This design comes from an exercise in tuning for small area on the open sky130 flow, not from production work.
In this exercise RTL edits were held to simulation tests only and were not proved equivalent to the original.
The clock port is modelled as an ideal driver, which makes a skipped or thinned clock tree look cheaper than it is; a real chip needs a root buffer or a tree.
No activity file was given, so power comes from the tool's default toggle rates.

## lane 1
## CWRU_Transceiver_RX
module CWRU_Transceiver_RX(
	input CLOCK_50,  
	input rst,  
	input [35:0] GPIO_1,  
	output [6:0] HEX0  
);
wire tick_40, idle;
wire [2:0] result;
clk_40_gen c(CLOCK_50, rst, tick_40);  
sample_decoder d(CLOCK_50, rst, tick_40, GPIO_1[15], idle, result);  
HEX_display h(CLOCK_50, rst, idle, result, HEX0);  
endmodule
Size: ~110 cells after synthesis, ~940 µm² of cells after synthesis.
clock: 20.0 ns
lec_check: 0
cap_margin: 20
core_area: 2 2 64 64
die_area: 0 0 66 66
slew_margin: 20
standard.sh (not shown) runs the stock make flow with config.mk's settings and CLKGATE_MAP_FILE= SYNTH_SCRIPT=/design/flow/synth_recipe.tcl, a recipe that flattens the netlist after the stock synthesis.
==> flow/flow/run.sh <==
#!/bin/bash
# Own layout flow: the standard flow (standard.sh) with three changes.
#  1. After the standard synthesis, the logic between the registers is
#     re-mapped by ABC for area (flow/resyn.tcl), many times with
#     different seeds and scripts; the smallest netlist that a SAT check proves
#     equivalent to the standard one (flow/cut.py, flow/equiv.tcl) is laid
#     out. Registers keep their instances, names and cells.
#  2. Port buffers use the smallest buffer cell (buffer_ports -buffer_cell).
#  3. Clock tree synthesis without dummy loads; afterwards (flow/post_cts.tcl)
#     the root clock buffer drives all clock sinks through one net.
# Each tool's output goes to its own log file in this folder.
set -euo pipefail
W=$PWD
R=$W/orfs/results/$FLOW_PLATFORM/CWRU_Transceiver_RX/base
export BUFFER_PORTS_ARGS="-buffer_cell sky130_fd_sc_hd__buf_1"
export POST_CTS_TCL=$W/flow/post_cts.tcl
export CLOCK_PORT_NET=CLOCK_50
export CLOCK_ROOT_CELL=sky130_fd_sc_hd__buf_12
export CLOCK_COLLAPSE=1
export CTS_ARGS="-sink_clustering_enable -repair_clock_nets -dont_use_dummy_load -buf_list sky130_fd_sc_hd__clkbuf_8"

bash standard.sh synth > $W/log_1_standard_synth.log 2>&1
cp $R/1_2_yosys.v $W/standard_netlist.v

export LIB_FILE=$FLOW_HOME/platforms/$FLOW_PLATFORM/lib/sky130_fd_sc_hd__tt_025C_1v80.lib
export TOP=$FLOW_TOP
DU=""
for c in probe_p_8 probec_p_8 lpflow_bleeder_1 lpflow_clkbufkapwr_1 lpflow_clkbufkapwr_16 \
  lpflow_clkbufkapwr_2 lpflow_clkbufkapwr_4 lpflow_clkbufkapwr_8 lpflow_clkinvkapwr_1 \
  lpflow_clkinvkapwr_16 lpflow_clkinvkapwr_2 lpflow_clkinvkapwr_4 lpflow_clkinvkapwr_8 \
  lpflow_decapkapwr_12 lpflow_decapkapwr_3 lpflow_decapkapwr_4 lpflow_decapkapwr_6 \
  lpflow_decapkapwr_8 lpflow_inputiso0n_1 lpflow_inputiso0p_1 lpflow_inputiso1n_1 \
  lpflow_inputiso1p_1 lpflow_inputisolatch_1 lpflow_isobufsrc_1 lpflow_isobufsrc_16 \
  lpflow_isobufsrc_2 lpflow_isobufsrc_4 lpflow_isobufsrc_8 lpflow_isobufsrckapwr_16 \
  lpflow_lsbuf_lh_hl_isowell_tap_1 lpflow_lsbuf_lh_hl_isowell_tap_2 \
  lpflow_lsbuf_lh_hl_isowell_tap_4 lpflow_lsbuf_lh_isowell_4 lpflow_lsbuf_lh_isowell_tap_1 \
  lpflow_lsbuf_lh_isowell_tap_2 lpflow_lsbuf_lh_isowell_tap_4; do
  DU="$DU -dont_use sky130_fd_sc_hd__$c"
done
export ABC_DONT_USE="$DU"
YOSYS=$(command -v yosys || echo $FLOW_HOME/../tools/install/yosys/bin/yosys)
PY=$(command -v python3)

mkdir -p $W/resyn
$PY $W/flow/cut.py $W/standard_netlist.v $W/resyn/gold_cut.v > $W/log_2_cut_gold.log 2>&1
# candidates: deep AIG synthesis with different seeds, then area mapping by
# &nf or by amap; two rounds, the second starting from the first's best
run_cand() {
  local k=$1 s=$2 m=$3 in=$4
  if [[ $m == nf ]]; then
    printf '&get -n\n&st\n&deepsyn -T 40 -S %s\n&dch -f\n&nf -a -R 1000\n&put\ntopo\n' $s > $W/resyn/c$k.abc
  else
    printf '&get -n\n&st\n&deepsyn -T 40 -S %s\n&put\ndch -f\namap\ntopo\n' $s > $W/resyn/c$k.abc
  fi
  ( export ABC_SCRIPT=$W/resyn/c$k.abc IN_NETLIST=$in OUT_NETLIST=$W/resyn/c$k.v
    $YOSYS -c $W/flow/resyn.tcl > $W/log_2_resyn_c$k.log 2>&1 &&
    $PY $W/flow/cut.py $W/resyn/c$k.v $W/resyn/c${k}_cut.v > $W/log_2_cut_c$k.log 2>&1 &&
    GOLD_CUT=$W/resyn/gold_cut.v GATE_CUT=$W/resyn/c${k}_cut.v $YOSYS -c $W/flow/equiv.tcl > $W/log_2_equiv_c$k.log 2>&1 &&
    grep -m1 "Chip area" $W/log_2_resyn_c$k.log | awk '{print $NF}' > $W/resyn/c$k.area ) || true
}
pick_best() {
  best=""; best_area=""
  for a in $W/resyn/c*.area; do
    [[ -s $a ]] || continue
    v=$(cat $a)
    if [[ -z $best_area ]] || awk -v x=$v -v y=$best_area 'BEGIN{exit !(x<y)}'; then best=${a%.area}; best_area=$v; fi
  done
}
k=0
for round in 1 2; do
  in=$W/standard_netlist.v
  if [[ $round == 2 ]]; then pick_best; [[ -n $best ]] && in=$best.v; fi
  for m in nf amap; do
    for s in 1 2 3 4; do
      k=$((k+1)); run_cand $k $((round*10+s)) $m $in &
    done
    wait
  done
done
pick_best
echo "best: $best $best_area" > $W/log_2_resyn_best.log
if [[ -n $best ]]; then
  cp $best.v $R/1_2_yosys.v
  rm -f $R/1_synth.odb $R/1_synth.sdc
fi

bash standard.sh finish > $W/log_3_standard_finish.log 2>&1
==> flow/flow/post_cts.tcl <==
# After clock tree synthesis: with CLOCK_COLLAPSE 1, drive every clock sink
# from the root clock buffer through one net, replacing the leaf buffers of
# the small H-tree; either way size the root buffer as CLOCK_ROOT_CELL.
set block [ord::get_db_block]
set clk_port_net [$block findNet $::env(CLOCK_PORT_NET)]
set root ""
foreach it [$clk_port_net getITerms] {
  if {[$it isInputSignal] || [$it getIoType] eq "INPUT"} {
    set inst [$it getInst]
    if {[string match "sky130_fd_sc_hd__clkbuf_*" [[$inst getMaster] getName]]} { set root $inst }
  }
}
if {$root eq ""} { puts "post_cts: no root clock buffer found, tree left as is"; return }
set rootnet [[$root findITerm X] getNet]
if {!$::env(CLOCK_COLLAPSE)} {
  # keep the tree; only size the root buffer, which drives the leaf buffers
  replace_cell [$root getName] $::env(CLOCK_ROOT_CELL)
  detailed_placement
  check_placement -verbose
  estimate_parasitics -placement
  return
}
set leaves {}
foreach it [$rootnet getITerms] {
  set inst [$it getInst]
  if {$inst eq $root} continue
  if {[string match "sky130_fd_sc_hd__clkbuf_*" [[$inst getMaster] getName]]} { lappend leaves $inst }
}
set moved 0
foreach leaf $leaves {
  set lnet [[$leaf findITerm X] getNet]
  foreach it [$lnet getITerms] {
    if {[$it getInst] eq $leaf} continue
    $it disconnect
    $it connect $rootnet
    incr moved
  }
  [$leaf findITerm A] disconnect
  [$leaf findITerm X] disconnect
  odb::dbInst_destroy $leaf
  odb::dbNet_destroy $lnet
}
puts "post_cts: removed [llength $leaves] leaf clock buffers, moved $moved sinks to [$rootnet getName]"
replace_cell [$root getName] $::env(CLOCK_ROOT_CELL)
detailed_placement
check_placement -verbose
estimate_parasitics -placement
report_clock_min_period
==> flow/flow/resyn.tcl <==
# Re-map the combinational logic of the standard synthesis netlist for area.
# Registers are kept as they are (same instances, names and cells); only the
# logic between them is re-mapped by ABC. Reads IN_NETLIST, writes OUT_NETLIST.
yosys read_liberty -ignore_miss_func -ignore_miss_dir $::env(LIB_FILE)
# sequential cells stay as they are
foreach c [list sky130_fd_sc_hd__dfxtp_1 sky130_fd_sc_hd__dfxtp_2 sky130_fd_sc_hd__dfxtp_4 \
             sky130_fd_sc_hd__dfrtp_1 sky130_fd_sc_hd__dfstp_1 sky130_fd_sc_hd__edfxtp_1 \
             sky130_fd_sc_hd__dfxbp_1 sky130_fd_sc_hd__dfrbp_1 sky130_fd_sc_hd__sdfxtp_1] {
  yosys blackbox $c
}
yosys read_verilog $::env(IN_NETLIST)
yosys hierarchy -top $::env(TOP)
yosys flatten
yosys opt_clean -purge
yosys abc -liberty $::env(LIB_FILE) {*}$::env(ABC_DONT_USE) -script $::env(ABC_SCRIPT)
yosys opt_clean -purge
yosys hilomap -singleton -hicell sky130_fd_sc_hd__conb_1 HI -locell sky130_fd_sc_hd__conb_1 LO
yosys opt_clean -purge
yosys rename -hide w:*.*
yosys stat -liberty $::env(LIB_FILE)
yosys write_verilog -noattr -noexpr -nohex -nodec $::env(OUT_NETLIST)
Other scripts of this flow, unchanged in this note and not shown: flow/flow/cut.py, flow/flow/equiv.tcl
#### Input delta (lane 2 over lane 1)
diff --git a/flow/flow/run.sh b/flow/flow/run.sh
--- a/flow/flow/run.sh
+++ b/flow/flow/run.sh
@@ -3,4 +3,4 @@
 #  1. After the standard synthesis, the logic between the registers is
-#     re-mapped by ABC for area (flow/resyn.tcl), many times with
-#     different seeds and scripts; the smallest netlist that a SAT check proves
+#     re-mapped by ABC for area (flow/resyn.tcl), several times with
+#     different seeds; the smallest netlist that a SAT check proves
 #     equivalent to the standard one (flow/cut.py, flow/equiv.tcl) is laid
@@ -17,3 +17,3 @@
 export CLOCK_PORT_NET=CLOCK_50
-export CLOCK_ROOT_CELL=sky130_fd_sc_hd__buf_12
+export CLOCK_ROOT_CELL=sky130_fd_sc_hd__clkbuf_16
 export CLOCK_COLLAPSE=1
@@ -45,12 +45,7 @@
 $PY $W/flow/cut.py $W/standard_netlist.v $W/resyn/gold_cut.v > $W/log_2_cut_gold.log 2>&1
-# candidates: deep AIG synthesis with different seeds, then area mapping by
-# &nf or by amap; two rounds, the second starting from the first's best
+# candidates: deep AIG synthesis with different seeds and times, then area mapping
 run_cand() {
-  local k=$1 s=$2 m=$3 in=$4
-  if [[ $m == nf ]]; then
-    printf '&get -n\n&st\n&deepsyn -T 40 -S %s\n&dch -f\n&nf -a -R 1000\n&put\ntopo\n' $s > $W/resyn/c$k.abc
-  else
-    printf '&get -n\n&st\n&deepsyn -T 40 -S %s\n&put\ndch -f\namap\ntopo\n' $s > $W/resyn/c$k.abc
-  fi
-  ( export ABC_SCRIPT=$W/resyn/c$k.abc IN_NETLIST=$in OUT_NETLIST=$W/resyn/c$k.v
+  local k=$1 t=$2 s=$3
+  printf '&get -n\n&st\n&deepsyn -T %s -S %s\n&dch -f\n&nf -a -R 1000\n&st\n&dch -f\n&nf -a -R 1000\n&put\ntopo\n' $t $s > $W/resyn/c$k.abc
+  ( export ABC_SCRIPT=$W/resyn/c$k.abc IN_NETLIST=$W/standard_netlist.v OUT_NETLIST=$W/resyn/c$k.v
     $YOSYS -c $W/flow/resyn.tcl > $W/log_2_resyn_c$k.log 2>&1 &&
@@ -60,22 +55,15 @@
 }
-pick_best() {
-  best=""; best_area=""
-  for a in $W/resyn/c*.area; do
-    [[ -s $a ]] || continue
-    v=$(cat $a)
-    if [[ -z $best_area ]] || awk -v x=$v -v y=$best_area 'BEGIN{exit !(x<y)}'; then best=${a%.area}; best_area=$v; fi
+k=0
+for t in 20 40; do
+  for s in 1 2 3 4; do
+    k=$((k+1)); run_cand $k $t $s &
   done
-}
-k=0
-for round in 1 2; do
-  in=$W/standard_netlist.v
-  if [[ $round == 2 ]]; then pick_best; [[ -n $best ]] && in=$best.v; fi
-  for m in nf amap; do
-    for s in 1 2 3 4; do
-      k=$((k+1)); run_cand $k $((round*10+s)) $m $in &
-    done
-    wait
-  done
+  wait
 done
-pick_best
+best=""; best_area=""
+for a in $W/resyn/c*.area; do
+  [[ -s $a ]] || continue
+  v=$(cat $a)
+  if [[ -z $best_area ]] || awk -v x=$v -v y=$best_area 'BEGIN{exit !(x<y)}'; then best=${a%.area}; best_area=$v; fi
+done
 echo "best: $best $best_area" > $W/log_2_resyn_best.log
### Flow results
Layout multi-input combinational cell count ends up higher on lane 2. Looking at combined area of all synthesized cells across both flows, lane 2 is the weaker of the two, with lane 1 ahead. From lane 1 to lane 2, instance count along the most critical hold path did not move at all. Changes observed in lane 2 relative to lane 1: length in cells of the worst reg-to-reg path saw a decrease, routed wire length saw little to no change, final instance count without filler cells saw a decrease. As far as worst-case hold slack is concerned, lane 1 and lane 2 perform about the same. Delta (lane 2 minus lane 1): met3 wirelength from detailed routing increased 13 µm, area growth from synthesis to layout saw little to no change, number of cells on the critical path saw an increase.
Modified inputs, lane 3 compared to lane 2
diff --git a/flow/flow/run.sh b/flow/flow/run.sh
--- a/flow/flow/run.sh
+++ b/flow/flow/run.sh
@@ -3,4 +3,4 @@
 #  1. After the standard synthesis, the logic between the registers is
-#     re-mapped by ABC for area (flow/resyn.tcl), several times with
-#     different seeds; the smallest netlist that a SAT check proves
+#     re-mapped by ABC for area (flow/resyn.tcl), many times with
+#     different seeds and scripts; the smallest netlist that a SAT check proves
 #     equivalent to the standard one (flow/cut.py, flow/equiv.tcl) is laid
@@ -45,7 +45,12 @@
 $PY $W/flow/cut.py $W/standard_netlist.v $W/resyn/gold_cut.v > $W/log_2_cut_gold.log 2>&1
-# candidates: deep AIG synthesis with different seeds and times, then area mapping
+# candidates: deep AIG synthesis with different seeds, then area mapping by
+# &nf or by amap; two rounds, the second starting from the first's best
 run_cand() {
-  local k=$1 t=$2 s=$3
-  printf '&get -n\n&st\n&deepsyn -T %s -S %s\n&dch -f\n&nf -a -R 1000\n&st\n&dch -f\n&nf -a -R 1000\n&put\ntopo\n' $t $s > $W/resyn/c$k.abc
-  ( export ABC_SCRIPT=$W/resyn/c$k.abc IN_NETLIST=$W/standard_netlist.v OUT_NETLIST=$W/resyn/c$k.v
+  local k=$1 s=$2 m=$3 in=$4
+  if [[ $m == nf ]]; then
+    printf '&get -n\n&st\n&deepsyn -T 40 -S %s\n&dch -f\n&nf -a -R 1000\n&put\ntopo\n' $s > $W/resyn/c$k.abc
+  else
+    printf '&get -n\n&st\n&deepsyn -T 40 -S %s\n&put\ndch -f\namap\ntopo\n' $s > $W/resyn/c$k.abc
+  fi
+  ( export ABC_SCRIPT=$W/resyn/c$k.abc IN_NETLIST=$in OUT_NETLIST=$W/resyn/c$k.v
     $YOSYS -c $W/flow/resyn.tcl > $W/log_2_resyn_c$k.log 2>&1 &&
@@ -55,15 +60,22 @@
 }
+pick_best() {
+  best=""; best_area=""
+  for a in $W/resyn/c*.area; do
+    [[ -s $a ]] || continue
+    v=$(cat $a)
+    if [[ -z $best_area ]] || awk -v x=$v -v y=$best_area 'BEGIN{exit !(x<y)}'; then best=${a%.area}; best_area=$v; fi
+  done
+}
 k=0
-for t in 20 40; do
-  for s in 1 2 3 4; do
-    k=$((k+1)); run_cand $k $t $s &
+for round in 1 2; do
+  in=$W/standard_netlist.v
+  if [[ $round == 2 ]]; then pick_best; [[ -n $best ]] && in=$best.v; fi
+  for m in nf amap; do
+    for s in 1 2 3 4; do
+      k=$((k+1)); run_cand $k $((round*10+s)) $m $in &
+    done
+    wait
   done
-  wait
 done
-best=""; best_area=""
-for a in $W/resyn/c*.area; do
-  [[ -s $a ]] || continue
-  v=$(cat $a)
-  if [[ -z $best_area ]] || awk -v x=$v -v y=$best_area 'BEGIN{exit !(x<y)}'; then best=${a%.area}; best_area=$v; fi
-done
+pick_best
 echo "best: $best $best_area" > $W/log_2_resyn_best.log
Findings:
- | routed wire length | lane 2 vs lane 3 | ≈ equal |
- Lane 3 vs lane 2 — placer's final routability congestion estimate climbed by more than 10%
- Lane 2 and lane 3 ended up with roughly the same clock network area share.
- Diff lane 2 -> lane 3: leakage power figure has decreased; final cell count has increased.
Here is what was changed in the inputs of lane 4 compared with lane 3.
diff --git a/flow/flow/run.sh b/flow/flow/run.sh
--- a/flow/flow/run.sh
+++ b/flow/flow/run.sh
@@ -3,4 +3,4 @@
 #  1. After the standard synthesis, the logic between the registers is
-#     re-mapped by ABC for area (flow/resyn.tcl), many times with
-#     different seeds and scripts; the smallest netlist that a SAT check proves
+#     re-mapped by ABC for area (flow/resyn.tcl), several times with
+#     different seeds; the smallest netlist that a SAT check proves
 #     equivalent to the standard one (flow/cut.py, flow/equiv.tcl) is laid
@@ -17,4 +17,4 @@
 export CLOCK_PORT_NET=CLOCK_50
-export CLOCK_ROOT_CELL=sky130_fd_sc_hd__clkbuf_16
-export CLOCK_COLLAPSE=1
+export CLOCK_ROOT_CELL=sky130_fd_sc_hd__clkbuf_2
+export CLOCK_COLLAPSE=0
 export CTS_ARGS="-sink_clustering_enable -repair_clock_nets -dont_use_dummy_load -buf_list sky130_fd_sc_hd__clkbuf_8"
@@ -45,12 +45,7 @@
 $PY $W/flow/cut.py $W/standard_netlist.v $W/resyn/gold_cut.v > $W/log_2_cut_gold.log 2>&1
-# candidates: deep AIG synthesis with different seeds, then area mapping by
-# &nf or by amap; two rounds, the second starting from the first's best
+# candidates: deep AIG synthesis with different seeds and times, then area mapping
 run_cand() {
-  local k=$1 s=$2 m=$3 in=$4
-  if [[ $m == nf ]]; then
-    printf '&get -n\n&st\n&deepsyn -T 40 -S %s\n&dch -f\n&nf -a -R 1000\n&put\ntopo\n' $s > $W/resyn/c$k.abc
-  else
-    printf '&get -n\n&st\n&deepsyn -T 40 -S %s\n&put\ndch -f\namap\ntopo\n' $s > $W/resyn/c$k.abc
-  fi
-  ( export ABC_SCRIPT=$W/resyn/c$k.abc IN_NETLIST=$in OUT_NETLIST=$W/resyn/c$k.v
+  local k=$1 t=$2 s=$3
+  printf '&get -n\n&st\n&deepsyn -T %s -S %s\n&dch -f\n&nf -a -R 1000\n&st\n&dch -f\n&nf -a -R 1000\n&put\ntopo\n' $t $s > $W/resyn/c$k.abc
+  ( export ABC_SCRIPT=$W/resyn/c$k.abc IN_NETLIST=$W/standard_netlist.v OUT_NETLIST=$W/resyn/c$k.v
     $YOSYS -c $W/flow/resyn.tcl > $W/log_2_resyn_c$k.log 2>&1 &&
@@ -60,22 +55,15 @@
 }
-pick_best() {
-  best=""; best_area=""
-  for a in $W/resyn/c*.area; do
-    [[ -s $a ]] || continue
-    v=$(cat $a)
-    if [[ -z $best_area ]] || awk -v x=$v -v y=$best_area 'BEGIN{exit !(x<y)}'; then best=${a%.area}; best_area=$v; fi
+k=0
+for t in 20 40; do
+  for s in 1 2 3 4; do
+    k=$((k+1)); run_cand $k $t $s &
   done
-}
-k=0
-for round in 1 2; do
-  in=$W/standard_netlist.v
-  if [[ $round == 2 ]]; then pick_best; [[ -n $best ]] && in=$best.v; fi
-  for m in nf amap; do
-    for s in 1 2 3 4; do
-      k=$((k+1)); run_cand $k $((round*10+s)) $m $in &
-    done
-    wait
-  done
+  wait
 done
-pick_best
+best=""; best_area=""
+for a in $W/resyn/c*.area; do
+  [[ -s $a ]] || continue
+  v=$(cat $a)
+  if [[ -z $best_area ]] || awk -v x=$v -v y=$best_area 'BEGIN{exit !(x<y)}'; then best=${a%.area}; best_area=$v; fi
+done
 echo "best: $best $best_area" > $W/log_2_resyn_best.log
--- outcome ---
Re global-route usage: lane 4 is 1.7 points down on lane 3. Lane 4 vs. lane 3: via count shows a reduction of 35; clock share of power shows an increase of 2.3 points. Summary — total power, lane 4 relative to lane 3: higher, by about 5.4%. Re number of standard cells after synthesis: lane 4 is 1 down on lane 3.

[port drivers added, routing unchanged]
In the flow no input, the clock included, has a driving cell. The finished layouts below were timed again as built, in two steps. Step 1 (the two cells are an assumption about what drives the block):
set clk [get_ports {CLOCK_50}]
set_driving_cell -lib_cell sky130_fd_sc_hd__clkbuf_16 $clk
set_driving_cell -lib_cell sky130_fd_sc_hd__buf_2 [delete_from_list [all_inputs] $clk]
Step 2 moves the port delays by t, midway between the first and last clock arrival at a register: inputs arrive t later, outputs are due t later. That takes back most of the time a late clock gives input paths. Slacks: no drivers / after step 1 / after step 2; pairs: no drivers / after step 1.
run | t (ns) | slack for setup (ns) | worst hold slack (ns) | slew at the worst register clock pin (ns)
lane 1 | 0.160 | 14.388 / 14.394 / 14.234 | 0.400 / 0.400 / 0.400 | 0.10 / 0.10
lane 2 | 0.183 | 14.201 / 14.200 / 14.017 | 0.402 / 0.402 / 0.402 | 0.10 / 0.10
lane 3 | 0.183 | 14.408 / 14.413 / 14.229 | 0.401 / 0.401 / 0.401 | 0.10 / 0.10
lane 4 | 0.305 | 14.321 / 14.315 / 14.010 | 0.400 / 0.400 / 0.400 | 0.09 / 0.09
After both steps every run listed still meets setup and hold. The setup slack of lane 4, which loses most, moves by -0.006 ns with the drivers and by -0.311 ns with both steps.
